Background: an optimization exercise with open tools, aiming at small area, a short achievable clock period and few clock cycles. Do not read the settings as production practice.
The RTL was checked by simulation tests, not by an equivalence proof against the original design.
No activity file was given, so power comes from the tool's default toggle rates.

==> try-yarrow <==
// matrix_mult
module matrix_mult #(parameter DW = 8, m = 8, n = 8)(
    input clk,
    input reset,
    input [DW-1:0] data_in,
    input start,
    output [2*DW-1:0] data_out,
    output reg done
);
==> flow/config.mk <==
export PLATFORM = sky130hd
export DESIGN_NAME = matrix_mult
export DESIGN_NICKNAME = matrix_mult
export VERILOG_FILES = /design/flow/design.v
export SDC_FILE = /design/flow/constraint.sdc
export NUM_CORES = 4
export LEC_CHECK = 0
export CAP_MARGIN = 20
export CORE_MARGIN = 2
export CORE_UTILIZATION = 65
export CTS_BUF_LIST = sky130_fd_sc_hd__clkbuf_16
export CTS_CLUSTER_DIAMETER = 80
export CTS_CLUSTER_SIZE = 25
export PLACE_DENSITY = 0.75
export SETUP_SLACK_MARGIN = 5
export SLEW_MARGIN = 20
export SYNTH_HIERARCHICAL = 1
export SYNTH_MINIMUM_KEEP_SIZE = 0
==> flow/constraint.sdc <==
create_clock -name core_clock -period 8.0 [get_ports {clk}]
set_input_delay 1.6000 -clock core_clock [delete_from_list [all_inputs] [get_ports {clk}]]
set_output_delay 1.6000 -clock core_clock [all_outputs]
set_load 0.01 [all_outputs]
run.sh (not shown) runs the stock make flow with config.mk's settings and CLKGATE_MAP_FILE= SYNTH_SCRIPT=/design/flow/synth_recipe.tcl, a recipe that flattens the netlist after the stock synthesis.
==> try-ember: changes against try-yarrow <==
--- a/flow/config.mk
+++ b/flow/config.mk
@@ -8,9 +8,9 @@
 export CAP_MARGIN = 20
 export CORE_MARGIN = 2
-export CORE_UTILIZATION = 65
+export CORE_UTILIZATION = 70
 export CTS_BUF_LIST = sky130_fd_sc_hd__clkbuf_16
 export CTS_CLUSTER_DIAMETER = 80
-export CTS_CLUSTER_SIZE = 25
-export PLACE_DENSITY = 0.75
+export CTS_CLUSTER_SIZE = 30
+export PLACE_DENSITY = 0.8
 export SETUP_SLACK_MARGIN = 5
 export SLEW_MARGIN = 20
==> summary of the runs <==
Between try-yarrow and try-ember, the lower worst setup slack is in try-ember (gap 0.0087 ns).
In register-to-register slack, try-ember and try-yarrow hardly differ.
Of try-yarrow and try-ember, try-ember has the higher global-route usage (gap 5.1 points).
Between try-yarrow and try-ember, the lower maximum frequency is in try-ember (gap 0.29%, measured against try-ember).
Critical path depth is the same in try-yarrow and try-ember.
Sequential power is about the same in try-ember and try-yarrow.
Count of clock-buffer cells in the layout: try-ember is lower than try-yarrow (16).
Non-clock buffer count: try-ember is higher than try-yarrow (3).
In synthesized area, try-yarrow and try-ember do not differ.
Of try-yarrow and try-ember, try-ember has the higher hold slack (gap 0.0023 ns).
Testbench counts of try-yarrow, summed over its fixed seeds: cycles 6,056.
Testbench counts of try-ember, summed over its fixed seeds: cycles 6,056.

---

==> zinc <==
Another version of the RTL of matrix_mult (not shown whole).
Settings: LEC_CHECK=0, CAP_MARGIN=20, CORE_MARGIN=2, CORE_UTILIZATION=70, CTS_BUF_LIST=sky130_fd_sc_hd__clkbuf_16, CTS_CLUSTER_DIAMETER=80, CTS_CLUSTER_SIZE=30, PLACE_DENSITY=0.8, SETUP_SLACK_MARGIN=5, SLEW_MARGIN=20, SYNTH_HIERARCHICAL=1, SYNTH_MINIMUM_KEEP_SIZE=0; clock period 8.0 ns.
==> inputs of raven, as changes to zinc <==
==> flow/flow/run.sh (new file) <==
#!/bin/bash
set -euo pipefail
sed 's/SETUP_SLACK_MARGIN=[0-9.]*/SETUP_SLACK_MARGIN=5.15/' standard.sh > standard_tight.sh
grep -q 'SETUP_SLACK_MARGIN=5.15' standard_tight.sh
bash standard_tight.sh > standard_tight.log 2>&1
==> flow/standard.sh (new file) <==
#!/bin/bash
# synth_recipe.tcl (not shown) runs the flow's synth.tcl, then flattens the netlist and writes it again
# the make line also repeats each setting of config.mk as NAME=value (left out here)
make -C /OpenROAD-flow-scripts/flow DESIGN_CONFIG=/design/flow/config.mk WORK_HOME=/design/flow/orfs CLKGATE_MAP_FILE= SYNTH_SCRIPT=/design/flow/synth_recipe.tcl "${@:-finish}"
CORE_UTILIZATION = 65   (was 70)
CTS_CLUSTER_SIZE = 25   (was 30)
PLACE_DENSITY = 0.75   (was 0.8)
removed: flow/run.sh
==> inputs of indigo, as changes to zinc <==
CORE_UTILIZATION = 65   (was 70)
PLACE_DENSITY = 0.75   (was 0.8)
==> comparison table <==
Met1 global-route usage: raven 42.31%; indigo 40.80%; zinc 46.09%
WL/cell: raven 31.08 um; indigo 28.71 um; zinc 32.64 um
Routed met3 length: raven 9.685 mm; indigo 8.943 mm; zinc 10.04 mm
Width of the die: raven 247.8 um; indigo 247.8 um; zinc 238.9 um
Slowest library cell on the worst path: raven sky130_fd_sc_hd__a222oi_1; indigo sky130_fd_sc_hd__nor2b_1; zinc sky130_fd_sc_hd__a222oi_1
Gates resized, CTS repair: raven 172; indigo 40; zinc 50
Vias per std cell: raven 6.253; indigo 6.186; zinc 6.538
Number of optimization iterations in the first detailed-route pass: raven 15; indigo 12; zinc 17
M1 wire length: raven 38.43 mm; indigo 36.49 mm; zinc 36.49 mm
Levels on crit path: raven 5; indigo 5; zinc 4
Area share of buffers outside the clock network: raven 1.390%; indigo 0.6698%; zinc 0.8346%
Met2 GRT Util: raven 53.22%; indigo 48.39%; zinc 59.02%
Start of the worst register-to-register path: raven bl[32][6]$_DFF_P_; indigo bl[40][1]$_DFF_P_; zinc arowp[13]$_DFFE_PP_
Final Cycle Share: raven 38.65%; indigo 37.65%; zinc 39.67%
Pint: raven 8.579 mW; indigo 8.484 mW; zinc 8.411 mW
Run status: raven finished clean; indigo finished clean; zinc finished clean
Post-Place Worst Slack: raven 4.876 ns; indigo 4.881 ns; zinc 4.781 ns
Sequential cell power: raven 7.39 mW; indigo 7.41 mW; zinc 7.44 mW
Global-route wire length before repair: raven 141.7 mm; indigo 132.8 mm; zinc 145.9 mm
Testbench counts of zinc, summed over its fixed seeds: cycles 6,056.
Testbench counts of raven, summed over its fixed seeds: cycles 6,056.
Testbench counts of indigo, summed over its fixed seeds: cycles 6,056.

==> afterwards: timing with drivers on the ports <==
The flow's constraints put no driver on any port. The routed layouts listed below were extracted and timed again, unchanged, in two steps.
Step 1: set_driving_cell puts a clkbuf_16 on clk and a buf_2 on each other input, an assumption about the parent block.
Step 2 adds t to the input delays and takes it off the output delays; t is the mean of the earliest and latest rising clock arrival at the registers after step 1. Input paths then give back, and output paths get back, about the clock's delay inside the block.
a / b / c = no drivers / after step 1 / after step 2; a / b = the first two.
run	shift t [ns]	slack for setup (ns)	latest minus earliest clock arrival (ns)	pins driven straight from the clock port
try-yarrow	0.698	5.000 / 5.000 / 4.845	0.032 / 0.031	1
try-ember	0.710	4.991 / 4.991 / 4.822	0.029 / 0.029	1
zinc	0.713	4.827 / 4.827 / 4.827	0.065 / 0.065	1
raven	0.720	4.908 / 4.908 / 4.866	0.080 / 0.080	1
indigo	0.708	4.988 / 4.988 / 4.931	0.062 / 0.061	1
After both steps every run listed still meets setup and hold. The setup slack of try-ember, which loses most, moves by 0.000 ns with the drivers and by -0.169 ns with both steps.
